Source: an optimization exercise on an open RTL-to-GDS flow (aim: small area, a short achievable clock period and few clock cycles). Production flows keep margins and buffers that such runs may drop.
Function was checked by simulation only, so behaviour that the tests miss may differ from the original.
Power and IR drop assume default switching activity.

==> design/flow/design.v <==
`timescale 1ns / 1ps
module datapath(Clk,Rst,imem_addr,imem_rdata,dmem_addr,dmem_wdata,dmem_we,dmem_re,dmem_rdata);
input Clk,Rst;
output [31:0] imem_addr;
input  [31:0] imem_rdata;
output [31:0] dmem_addr;
output [31:0] dmem_wdata;
output dmem_we;
output dmem_re;
input  [31:0] dmem_rdata;
reg  [9:0]  pc;           
reg  [31:0] ir;           
reg         xv;           
reg         xpred;        
reg  [9:0]  xpc1;         
reg  [1:0]  mstep;        
reg  [31:0] m_res;        
reg  [9:0]  m_addr;       
reg  [4:0]  m_rd;         
reg         m_lw, m_sw;
reg  [31:0] rf [1:31];
assign imem_addr  = {20'b0, pc, 2'b0};
assign dmem_addr  = {20'b0, m_addr, 2'b0};
assign dmem_wdata = m_res;
assign dmem_we    = m_sw;
assign dmem_re    = m_lw;
wire [9:0] pc1      = pc + 10'd1;
wire       f_pred   = (imem_rdata[31:26] == 6'h05) & imem_rdata[15];
wire [9:0] f_target = pc1 + imem_rdata[9:0];
wire [5:0] op = ir[31:26];
wire [5:0] fn = ir[5:0];
wire [4:0] rs = ir[25:21];
wire [4:0] rt = ir[20:16];
wire [4:0] rd = ir[15:11];
wire [4:0] sh = ir[10:6];
wire op_r   = (op == 6'h00);
wire op_s2  = (op == 6'h1c);
wire i_add  = op_r  & (fn == 6'h20);
wire i_sub  = op_r  & (fn == 6'h22);
wire i_and  = op_r  & (fn == 6'h24);
wire i_or   = op_r  & (fn == 6'h25);
wire i_slt  = op_r  & (fn == 6'h2a);
wire i_sll  = op_r  & (fn == 6'h00);
wire i_srl  = op_r  & (fn == 6'h02);
wire i_mul  = op_s2 & (fn == 6'h02);
wire i_clz  = op_s2 & (fn == 6'h20);
wire i_clo  = op_s2 & (fn == 6'h21);
wire i_addi = (op == 6'h08);
wire i_ori  = (op == 6'h0d);
wire i_lw   = (op == 6'h23);
wire i_sw   = (op == 6'h2b);
wire i_bne  = (op == 6'h05);
wire wr_rd  = i_add | i_sub | i_and | i_or | i_slt | i_sll | i_srl | i_mul | i_clz | i_clo;
wire wr_rt  = i_addi | i_ori | i_lw;
wire [4:0] dest = (xv & wr_rd) ? rd : (xv & wr_rt) ? rt : 5'd0;
wire [31:0] rf_a = (rs == 5'd0) ? 32'd0 : rf[rs];
wire [31:0] rf_b = (rt == 5'd0) ? 32'd0 : rf[rt];
wire fwd_a = (m_rd != 5'd0) & (m_rd == rs);
wire fwd_b = (m_rd != 5'd0) & (m_rd == rt);
wire [31:0] a = fwd_a ? m_res : rf_a;
wire [31:0] b = fwd_b ? m_res : rf_b;
wire [31:0] imm = {{16{ir[15]}}, ir[15:0]};
wire use_imm = i_addi | i_ori | i_lw | i_sw;
wire [31:0] bo  = use_imm ? imm : b;
wire        subt = i_sub | i_slt;
wire [32:0] sum  = {1'b0, a} + {1'b0, subt ? ~b : bo} + {32'd0, subt};
wire        ltu  = ~sum[32];
wire [31:0] lz_in = i_clo ? ~a : a;
reg  [5:0]  lz;
integer k;
always @(*) begin
    lz = 6'd32;
    for (k = 0; k < 32; k = k + 1)
        if (lz_in[k]) lz = 6'd31 - k[5:0];
end
wire [7:0]  mchunk = (mstep == 2'd0) ? b[31:24] :
                     (mstep == 2'd1) ? b[23:16] :
                     (mstep == 2'd2) ? b[15:8]  : b[7:0];
wire [31:0] macc   = (mstep == 2'd0) ? 32'd0 : {m_res[23:0], 8'd0};
wire [31:0] mout   = macc + a * mchunk;
reg [31:0] res;
always @(*) begin
    res = sum[31:0];
    if (i_and)         res = a & b;
    if (i_or | i_ori)  res = a | bo;
    if (i_slt)         res = {31'd0, ltu};
    if (i_sll)         res = b << sh;
    if (i_srl)         res = b >> sh;
    if (i_clz | i_clo) res = {26'd0, lz};
    if (i_mul)         res = mout;
    if (i_sw)          res = b;
end
wire ldstall  = xv & m_lw & (m_rd != 5'd0) & ((m_rd == rs) | (m_rd == rt));
wire mul_go   = xv & i_mul & ~ldstall;
wire mulstall = mul_go & (mstep != 2'd3);
wire stall    = ldstall | mulstall;
wire taken    = i_bne & (a != b);
wire redirect = xv & i_bne & ~ldstall & (taken != xpred);
wire [9:0] x_target = xpc1 + ir[9:0];
always @(posedge Clk) begin
    if (Rst) begin
        pc    <= 10'd0;
        xv    <= 1'b0;
        mstep <= 2'd0;
        m_rd  <= 5'd0;
        m_lw  <= 1'b0;
        m_sw  <= 1'b0;
    end else begin
        if (redirect) begin
            pc <= taken ? x_target : xpc1;
            xv <= 1'b0;
        end else if (!stall) begin
            pc    <= f_pred ? f_target : pc1;
            xv    <= 1'b1;
        end
        if (mul_go) mstep <= mstep + 2'd1;
        if (stall) begin
            m_rd <= 5'd0;
            m_lw <= 1'b0;
            m_sw <= 1'b0;
        end else begin
            m_rd <= dest;
            m_lw <= xv & i_lw;
            m_sw <= xv & i_sw;
        end
    end
end
always @(posedge Clk) begin
    if (!stall && !redirect) begin
        ir    <= imem_rdata;
        xpred <= f_pred;
        xpc1  <= pc1;
    end
    m_res  <= res;
    m_addr <= sum[11:2];
    if (m_rd != 5'd0)
        rf[m_rd] <= m_lw ? dmem_rdata : m_res;
end
endmodule
==> design/flow/flow/run.sh <==
#!/bin/bash
# Standard ORFS layout, with repair_timing asked to leave a setup margin so
# that the resizer works on the paths that set the achieved period.
set -euo pipefail
bash standard.sh SETUP_SLACK_MARGIN=26 finish > make_finish.log 2>&1
==> design/flow/standard.sh <==
#!/bin/bash
# synth_recipe.tcl (not shown) runs the flow's synth.tcl, then flattens the netlist and writes it again
# the make line also repeats each setting of config.mk as NAME=value (left out here)
make -C /OpenROAD-flow-scripts/flow DESIGN_CONFIG=/design/flow/config.mk WORK_HOME=/design/flow/orfs CLKGATE_MAP_FILE= SYNTH_SCRIPT=/design/flow/synth_recipe.tcl "${@:-finish}"
==> design/flow/config.mk <==
export PLATFORM = sky130hd
export DESIGN_NAME = datapath
export DESIGN_NICKNAME = datapath
export VERILOG_FILES = /design/flow/design.v
export SDC_FILE = /design/flow/constraint.sdc
export NUM_CORES = 8
export LEC_CHECK = 0
export CAP_MARGIN = 20
export CORE_MARGIN = 2
export CORE_UTILIZATION = 40
export SETUP_SLACK_MARGIN = 3
export SLEW_MARGIN = 20
==> design/flow/constraint.sdc <==
create_clock -name core_clock -period 35.0 [get_ports {Clk}]
set_input_delay 7.0000 -clock core_clock [delete_from_list [all_inputs] [get_ports {Clk}]]
set_output_delay 7.0000 -clock core_clock [all_outputs]
set_load 0.01 [all_outputs]
==> results of run 1 <==
-- through the flow --
step	hold slack [ns]	util (%)	instances	power [mW]	area, um^2
5_1_grt	0.594	46.0	7454	5.30	77100
3_5_place_dp	0.531	42.7	7158	3.71	71500
3_3_place_gp	0.534	42.7	7157	3.70	71500
4_1_cts	0.540	45.6	7411	5.02	76400
2_1_floorplan	0.489	-	5050	3.02	67800
6_report	0.538	46.0	7458	5.07	77100
-- cells in the final DEF (no fill, tap or decap), types with 38 or more instances in the layout --
cell type,synthesis,final
xnor2_1,63,63
mux2_2,68,68
edfxtp_1,1035,1035
nor3_1,42,42
nor2b_1,55,54
a211oi_1,86,84
clkdlybuf4s50_1,0,118
clkbuf_16,0,125
and2_1,66,66
nand2_1,424,424
nand3_1,51,50
o21ai_1,28,38
buf_4,74,196
ha_1,130,128
conb_1,1,44
nor2_1,355,319
o21ai_0,168,155
dfxtp_1,72,48
mux4_2,521,521
fa_1,183,182
inv_1,216,212
mux2i_1,250,245
a21oi_1,197,188
-- cell type report --
cell class	instances	area, um^2
well taps	2204	2760
repair buffers	374	3970
clock inverters	86	890
diodes	5	12.5
fillers	14700	90500
inverters	224	848
clock buffers	138	3050
flip-flops and latches	1107	32600
multi-input cells	3320	33000
-- state kept, by name (all words and copies together) (netlist names), named ones only --
signal and count:
xpred 1, mstep 2, m_addr 10, m_sw 1, rf 992, xpc1 10, xv 1, m_rd 5
ir 32, pc 10, m_lw 1, m_res 32
-- routing by layer --
layer  vias to the layer above  track usage, %  wire, um
met5                         -               0        57
met4                         8            15.2     16000
met3                       706            6.37     26300
met2                      3132            44.4    115000
met1                     25000            37.1     94600
li1                      19600               -         -
-- path summary, 6_finish.rpt --
check / to / slack (ns)
hold / removal: pc[8] / 0.54
setup / recovery: dmem_wdata[18] / 26.01
setup reg to reg: m_res[31] / 26.20
hold reg to reg: pc[8] / 0.54
-- worst max-delay path: stages (launching register included) --
cell and delay (ns):
dfxtp_1 0.47, buf_6 0.22, clkdlybuf4s50_1 0.57
-- cells in the mapped netlist (19+ instances only) --
cell	count	area [um^2]
nor3_1	42	210
xor2_1	30	263
a21oi_1	197	986
and3_1	24	150
a22o_1	23	201
ha_1	130	1630
dfxtp_1	72	1440
nor2b_1	55	344
nand2_1	424	1590
buf_4	74	556
a21o_1	35	263
nand2b_1	27	169
edfxtp_1	1035	31100
nor2_1	355	1330
nand3_1	51	255
buf_6	19	214
o21ai_1	28	140
buf_1	31	116
buf_2	75	375
clkbuf_1	196	736
a31oi_1	37	231
o211ai_1	24	180
xnor2_1	63	552
o21a_1	22	165
a22oi_1	32	240
inv_1	216	811
o22ai_1	24	150
mux4_2	521	11700
a211oi_1	86	646
mux2_2	68	766
o21ai_0	168	841
mux2i_1	250	2500
and2_1	66	413
fa_1	183	3660
-- report_power, final --
part / switching (mW) / internal (mW)
registers: 0.0492 / 1.65
logic: 1.29 / 0.789
clock network: 0.559 / 0.727
-- cell families (layout without fill, tap and decap cells) --
| kind of cell | Yosys count | count (layout) | share of synthesized area, % |
|---|---|---|---|
| other | 1 | 49 | 0.00554 |
| AND/OR/NAND/NOR | 1154 | 1155 | 7.74 |
| buffers and inverters | 624 | 822 | 4.30 |
| AO/OA/AOI/OAI | 875 | 875 | 8.68 |
| adder cells (fa/ha/maj) | 313 | 313 | 7.82 |
| flip-flops | 1107 | 1107 | 48.1 |
| XOR/XNOR | 94 | 94 | 1.24 |
| multiplexers | 839 | 839 | 22.2 |
-- repair_timing --
item	4_1_cts	5_1_grt
gates cloned	9	8
pin swaps	2	11
endpoints found under the setup margin	36	13
gates resized for setup	124	39
setup buffers	20	34
==> run summary, run 1 <==
Timing:
- After layout, the worst path uses between 20 and 30% of the clock period.
- The fmax is 0.111 GHz.
- The headroom to the max-slew limit is between 20 and 25%.
- The final critical path time including I/O delays and setup is between 8 and 9 ns.
- In the post-route analysis, the smallest setup slack over all paths is between 20 and 30 ns.
- The final count of pins violating max slew is 0.
- The number of hold-slack violations in the final timing report came to 0.
- Setup violations remaining at the end of the flow were counted as 0.
- The final-layout setup total negative slack is 0 ns.
- The clock skew is 0.0907 ns.
- Setup repair after global routing could not meet its margin everywhere.
- The worst-margin pin slew is 1.16 ns.

Clocking:
- The buffer levels on the longest clock path is 3.
- The worst-skew pair later-pin latency is 0.79 ns.
- The number of clock sinks seen by CTS is about 1100.
- The TritonCTS clock tree is done.
- The H-tree generated during clock tree synthesis spans 3 levels.
- The buffer type at the clock tree root is clkbuf_16.
- The number of hold-repair buffers added at the cts stage is 0.
- TritonCTS created about 120 clock buffers.
- The clock transition at the register clock pins on the worst setup and hold paths after CTS is ~0.070 ns.

Floorplan:
- The die is 415 um tall.
- The floorplan step defined a die boundary enclosing ~0.17 mm^2.
- The effective utilization at floorplan is ~40%.
- The number of ports placed on the die boundary is ~160.
- The horizontal die dimension is between 400 and 500 um.
- In this run the core area contains 150 standard-cell rows.
- The area of the core region is about 0.17 mm^2.

Global routing:
- The initial antenna violation count is 11.
- The total routing usage reported by global routing is between 20% and 30%.
- Entering global routing, the biggest net connects 109 pins.
- The number of global-route vias before repair is 47000.
- The final global-route overflow total is 0.
- The first-pass GRT wire length is ~350 mm.

Route:
- The DRC violation count after routing is 0.
- The final routed wire length divided by cell count is around 34 um.
- Summed over all layers, the routed wires come to between 200 and 300 mm.
- The via density per instance is ~6.5.
- The detail route stage leaves a number of antenna-violating nets equal to 0.
- The routed layout has a little under 50000 vias.
- The pre-antenna-repair detailed-routing pass consisted of 7 iterations.
- The violation count after the first detailed-route iteration is around 6400.

Hold path:
- The worst hold path passes through 2 cells.
- The startpoint identified for the worst hold timing path is pc[8].
- The min-delay analysis places its worst path in the category flip-flop to flip-flop.

Synth:
- The register area share after synthesis is between 40% and 50%.
- In the synthesized netlist, the number of instances is 5007.
- In this run, synthesis inferred 1035 flip-flops with an integrated enable.
- The cell area after synthesis is between 0.06 and 0.07 mm^2.
- The synthesized netlist contains 96 unique library cells.
- The Yosys warning count is 1.
- The most used flip-flop cell after synthesis is edfxtp_1.
- The average size of a mapped cell is roughly 14 um^2.
- After synthesis, the share of flip-flops with an asynchronous set or reset is 0%.
- After synthesis the netlist holds a flip-flop and latch count of between 1000 and 1500.

Run:
- Max-cap violations in this run came to 0.

Critical path:
- The launching instance or port of the critical path is m_res[18].
- The worst setup path is of the flip-flop to output port kind.
- STA classifies the critical path endpoint as an output port.
- The required arrival time at the worst endpoint is ~28 ns.
- The critical path launch point type is a flip-flop.
- The worst register-to-register path begins at m_rd[3].
- Along the worst path, the maximum fanout reaches 5.
- At the worst endpoint, the arrival time is roughly 2.0 ns.
- The count of cells along the worst register-to-register path is 29.

Place:
- In this run the tool buffered the top-level ports with 119 buffer cells.
- The final RePlAce weighted congestion is between 1 and 1.5.
- The HPWL after detailed placement is between 150 and 200 mm.
- At the placement stage, the worst setup path has a slack of 23.48 ns.

Final layout:
- The total number of nets in the final design is 5524.
- Relative to the synthesized area, the layout overhead comes to 13.9%.
- The share of layout cells above drive strength 1 is 22.6%.

Power:
- Power spread over the standard cell area amounts to between 60 and 70 mW/mm^2.
- The worst vdd rail ir drop is ~0.091 mV.
- The static leakage is around 27 nW.

Status:
- The flow ran to the end and the layout has no timing, DRC or antenna violations.
Testbench counts, summed over its fixed seeds: cycles 213,222.
==> inputs of run 2 (changes only) <==
==> design/flow/run.sh (new file) <==
#!/bin/bash
# synth_recipe.tcl (not shown) runs the flow's synth.tcl, then flattens the netlist and writes it again
# the make line also repeats each setting of config.mk as NAME=value (left out here)
make -C /OpenROAD-flow-scripts/flow DESIGN_CONFIG=/design/flow/config.mk WORK_HOME=/design/flow/orfs CLKGATE_MAP_FILE= SYNTH_SCRIPT=/design/flow/synth_recipe.tcl finish
removed: design/flow/flow/run.sh
removed: design/flow/standard.sh
==> run 2 against run 1 <==
Count of clock-buffer cells in the layout stayed put. Critical path type is now flip-flop to flip-flop. Highest routed layer unchanged. First-iteration DRC count is 1.4% lower. Still clean on timing, DRC and antenna. Critical endpoint is now m_res[29]. Routed wire length is 3.5% lower.
==> run summary, run 2 <==
Final layout:
- The share of layout cells above drive strength 1 is 20.4% (was 22.6%).
- The most common library cell in the layout ignoring fill and taps is edfxtp_1 (unchanged).
- The total number of nets in the final design is 5453 (was 5524).
- Biggest registers after layout: rf: 992 flops, ir: 32 flops, m_res: 32 flops (unchanged).
- The layout overhead on the synthesized area is 11.5% (was 13.9%).
- The post-route standard cell area excluding fillers came to 0.0755 mm^2 (was 0.0771 mm^2).
- The flip-flop count of the largest register after layout was 992 (unchanged).
- The largest register by flop count is rf (unchanged).
- The share of the core filled with cells in the final layout came to 45.0% (was 46.0%).
- The final cell count without fillers is 7385 (was 7458).
- The layout filler cell count was 14900 (was 14700).
- Leading cell types in the layout, fill and taps excluded: edfxtp_1, mux4_2, nand2_1 (unchanged).

Place:
- The cell count after placement is 7158 (unchanged).
- The total placed instance area is 0.0715 mm^2 (unchanged).
- The post-detailed-placement half-perimeter wirelength is 153 mm (unchanged).
- The count of input and output buffers came to 119 (unchanged).
- The final RePlAce weighted congestion is 1.03 (unchanged).

Synth:
- The average size of a mapped cell is 13.5 um^2 (unchanged).
- The register area share after synthesis is 48.1% (unchanged).
- The most used standard cell by instance count after synthesis is edfxtp_1 (unchanged).
- The count of flip-flops with a built-in enable after synthesis is 1035 (unchanged).
- The number of distinct library cells after synthesis was 96 (unchanged).
- The top cell type's share of synthesized area is 45.9% (unchanged).
- Biggest area contributors in the synthesized netlist: edfxtp_1, mux4_2, fa_1, mux2i_1, ha_1 (unchanged).
- The count of state elements after synthesis came to 1107 (unchanged).
- The cell area after synthesis was 0.0677 mm^2 (unchanged).
- The most frequently used flop master after synthesis is edfxtp_1 (unchanged).
- The cell type contributing the most total cell area after synthesis is edfxtp_1 (unchanged).
- The fraction of synthesis flops using an asynchronous set or reset pin is 0% (unchanged).
- Commonest cells in the netlist: edfxtp_1, mux4_2, nand2_1, nor2_1, mux2i_1 (unchanged).
- The Yosys warning count is 1 (unchanged).
- The synthesized instance count came to 5007 (unchanged).

Clocking:
- The buffer type at the clock tree root is clkbuf_16 (unchanged).
- The number of hold-repair buffers added at the cts stage is 0 (unchanged).
- The level count of the clock H-tree came to 3 (unchanged).
- The count of cells resized by post-cts repair is 0 (was 124).
- The clock transition at the register clock pins on the worst setup and hold paths after CTS is 0.07 ns (about the same).
- The number of clock buffers inserted by TritonCTS is 118 (unchanged).
- The number of clock sinks seen by CTS is 1107 (unchanged).
- The buffer levels on the longest clock path was 3 (unchanged).
- The TritonCTS clock tree is done (unchanged).
- The number of buffers inserted to repair setup after CTS is 0 (was 20).
- The worst-skew pair later-pin latency is 0.79 ns (about the same).

Timing:
- The fraction of the cycle the final worst path needs was 32.9% (was 25.7%).
- The final count of pins violating max slew was 0 (unchanged).
- RSZ-0062 raised after global routing: no (was yes).
- The number of setup violations in the final report is 0 (unchanged).
- The headroom to the max-slew limit was 20.0% (was 21.8%).
- The clock skew is 0.0927 ns (was 0.0907 ns).
- The final-layout setup total negative slack is 0 ns (unchanged).
- The number of hold-slack violations in the final timing report came to 0 (unchanged).
- The final critical path time including I/O delays and setup came to 11.50 ns (was 8.99 ns).
- The fmax is 0.0870 GHz (was 0.111 GHz).
- The worst-margin pin slew came to 1.18 ns (was 1.16 ns).

Global routing:
- The first-pass GRT wire length is 346 mm (was 352 mm).
- The initial antenna violation count is 7 (was 11).
- The total routing usage reported by global routing was 27.8% (was 28.4%).
- The final global-route overflow total is 0 (unchanged).
- The number of global-route vias before repair is 46500 (was 47000).
- The pin count of the biggest net entering global routing is 122 (was 109).

Critical path:
- The highest fanout seen on the critical path was 44 (was 5).
- The required arrival time at the worst endpoint is 35.52 ns (was 28.00 ns).
- The kind of end point of the critical path is a flip-flop (was output port).
- The arrival time at the worst endpoint is 12.02 ns (was 1.99 ns).
- The critical path launch point type is a flip-flop (unchanged).
- Among the stages of the critical path, the cell type that occurs most often is buf_4.
- The maximum cell stage delay along the critical path is 0.82 ns (was 0.57 ns).
- The slowest library cell on the worst path is buf_4 (was clkdlybuf4s50_1).
- The critical path class is flip-flop to flip-flop (was flip-flop to output port).

Floorplan:
- The area of the core region is 0.168 mm^2 (unchanged).
- The horizontal die dimension is 415 um (unchanged).
- The number of ports placed on the die boundary came to 164 (unchanged).
- The floorplan die height is 415 um (unchanged).
- The number of placement rows is 150 (unchanged).
- The effective utilization at floorplan is 40.4% (unchanged).
- The die area is 0.173 mm^2 (unchanged).

Route:
- The final routed wire length divided by cell count is 33.0 um (was 33.8 um).
- The via count is 47500 (was 48500).
- The overall routed net length came to 243 mm (was 252 mm).
- The via density per instance is 6.44 (was 6.50).
- The DRC violation count after routing came to 0 (unchanged).
- The violation count after the first detailed-route iteration was 6300 (was 6389).
- The number of nets still failing antenna checks after routing came to 0 (unchanged).
- The number of detailed-routing iterations run before antenna repair came to 6 (was 7).

Power:
- The static leakage came to 26.4 nW (was 27.1 nW).
- The total chip power is 5.00 mW (was 5.07 mW).
- The power per cell area came to 66.3 mW/mm^2 (was 65.8 mW/mm^2).
- The worst vdd rail ir drop was 0.0908 mV (was 0.0911 mV).

Run:
- The number of max-capacitance violations reported is 0 (unchanged).

Hold path:
- The class of the tightest hold or removal check is flip-flop to flip-flop (unchanged).

Status:
- Status: no timing/DRC/antenna violations (unchanged).
run 2: changes by cell type in the layout (fill, tap and decap cells not counted), moves of 6 or more:
| cell | change |
|---|---|
| a21oi_1 | +9 |
| a21oi_2 | -6 |
| buf_12 | -13 |
| buf_16 | -14 |
| buf_4 | -16 |
| buf_6 | -7 |
| buf_8 | -6 |
| bufbuf_16 | -7 |
| clkbuf_16 | -7 |
| dfxtp_1 | +13 |
| dfxtp_2 | -13 |
run 2: routing by layer:
| metal | routed length (um) | vias to the layer above | GRT usage [%] |
|---|---|---|---|
| li1 | - | 19400 | - |
| met1 | 93000 | 24600 | 36.6 |
| met2 | 111000 | 2828 | 43.5 |
| met3 | 24300 | 675 | 6.08 |
| met4 | 14700 | 10 | 14.2 |
| met5 | 77 | - | 0 |
run 2: final timing paths:
| check | startpoint | to | slack, ns | cells past startpoint |
|---|---|---|---|---|
| max | flip-flop | m_res[29] | 23.50 | 32 |
| min | pc[8] | pc[8] | 0.54 | 2 |
| max reg2reg | flip-flop | m_res[29] | 23.50 | 32 |
| min reg2reg | pc[8] | pc[8] | 0.54 | 2 |
run 2: kinds of logic (layout without fill, tap and decap cells):
group                    after synthesis  in the layout  synth area share, %
AND/OR/NAND/NOR                     1154           1154                 7.74
flip-flops                          1107           1107                 48.1
AO/OA/AOI/OAI                        875            875                 8.68
multiplexers                         839            839                 22.2
buffers and inverters                624            752                 4.30
adder cells (fa/ha/maj)              313            313                 7.82
XOR/XNOR                              94             94                 1.24
other                                  1             47              0.00554
run 2: final cells by class:
cell class | count | area (um^2) | share of cell area, %
repair buffers | 304 | 2630 | 3.48
flip-flops and latches | 1107 | 32600 | 43.2
well taps | 2204 | 2760 | 3.65
multi-input cells | 3319 | 32700 | 43.4
clock inverters | 86 | 890 | 1.18
clock buffers | 138 | 3050 | 4.04
diodes | 3 | 7.51 | 0.00995
inverters | 224 | 841 | 1.11
run 2: through the flow:
stage | hold slack, ns | setup slack, ns
after floorplan | 0.489 | 26.00
after global placement | 0.534 | 23.67
after detailed placement | 0.531 | 23.48
after CTS | 0.540 | 23.39
after global routing | 0.595 | 22.81
final | 0.540 | 23.50
run 2: critical path, delay by kind of cell (launching register included):
family	cells	cell delay [ns]
DFF	1	0.63
xor gates and xnor gates	1	0.16
and+or+nand+nor	6	1.87
AOI/OAI and AO/OA	10	1.48
buffers and inverters	7	3.01
muxes	3	1.71
adders and majority gates	5	2.28
run 2: report_power, final:
group | leakage, nW | internal, mW | switching [mW]
Clock | 1.93 | 0.727 | 0.557
Combinational | 14.5 | 0.755 | 1.26
Sequential | 9.98 | 1.65 | 0.0520

-- what the ideal ports hide --
No port has a modelled driver above. Below, the same layouts with a new extraction and two added sets of constraints. Step 1 assumes that a clkbuf_16 drives the clock port and a buf_2 every other input. Step 2, shift: input delay + t, output delay - t, t = (earliest + latest rising clock arrival at the registers) / 2. This alone moves slack from input paths to output paths. Three values: ideal ports, drivers, drivers and shift; two values: the first two.
| run | shift t [ns] | slack for setup (ns) | hold WS [ns] | worst setup path after step 2 | pins driven straight from the clock port |
|---|---|---|---|---|---|
| run 1 | 0.836 | 26.006 / 25.914 / 25.398 | 0.538 / 0.538 / 0.538 | input to register | 1 |
| run 2 | 0.830 | 23.500 / 23.500 / 23.500 | 0.540 / 0.540 / 0.540 | register to register | 1 |
After both steps every run listed still meets setup and hold. For run 1, which loses most, drivers alone change the setup slack by -0.092 ns; drivers and shift together by -0.608 ns.
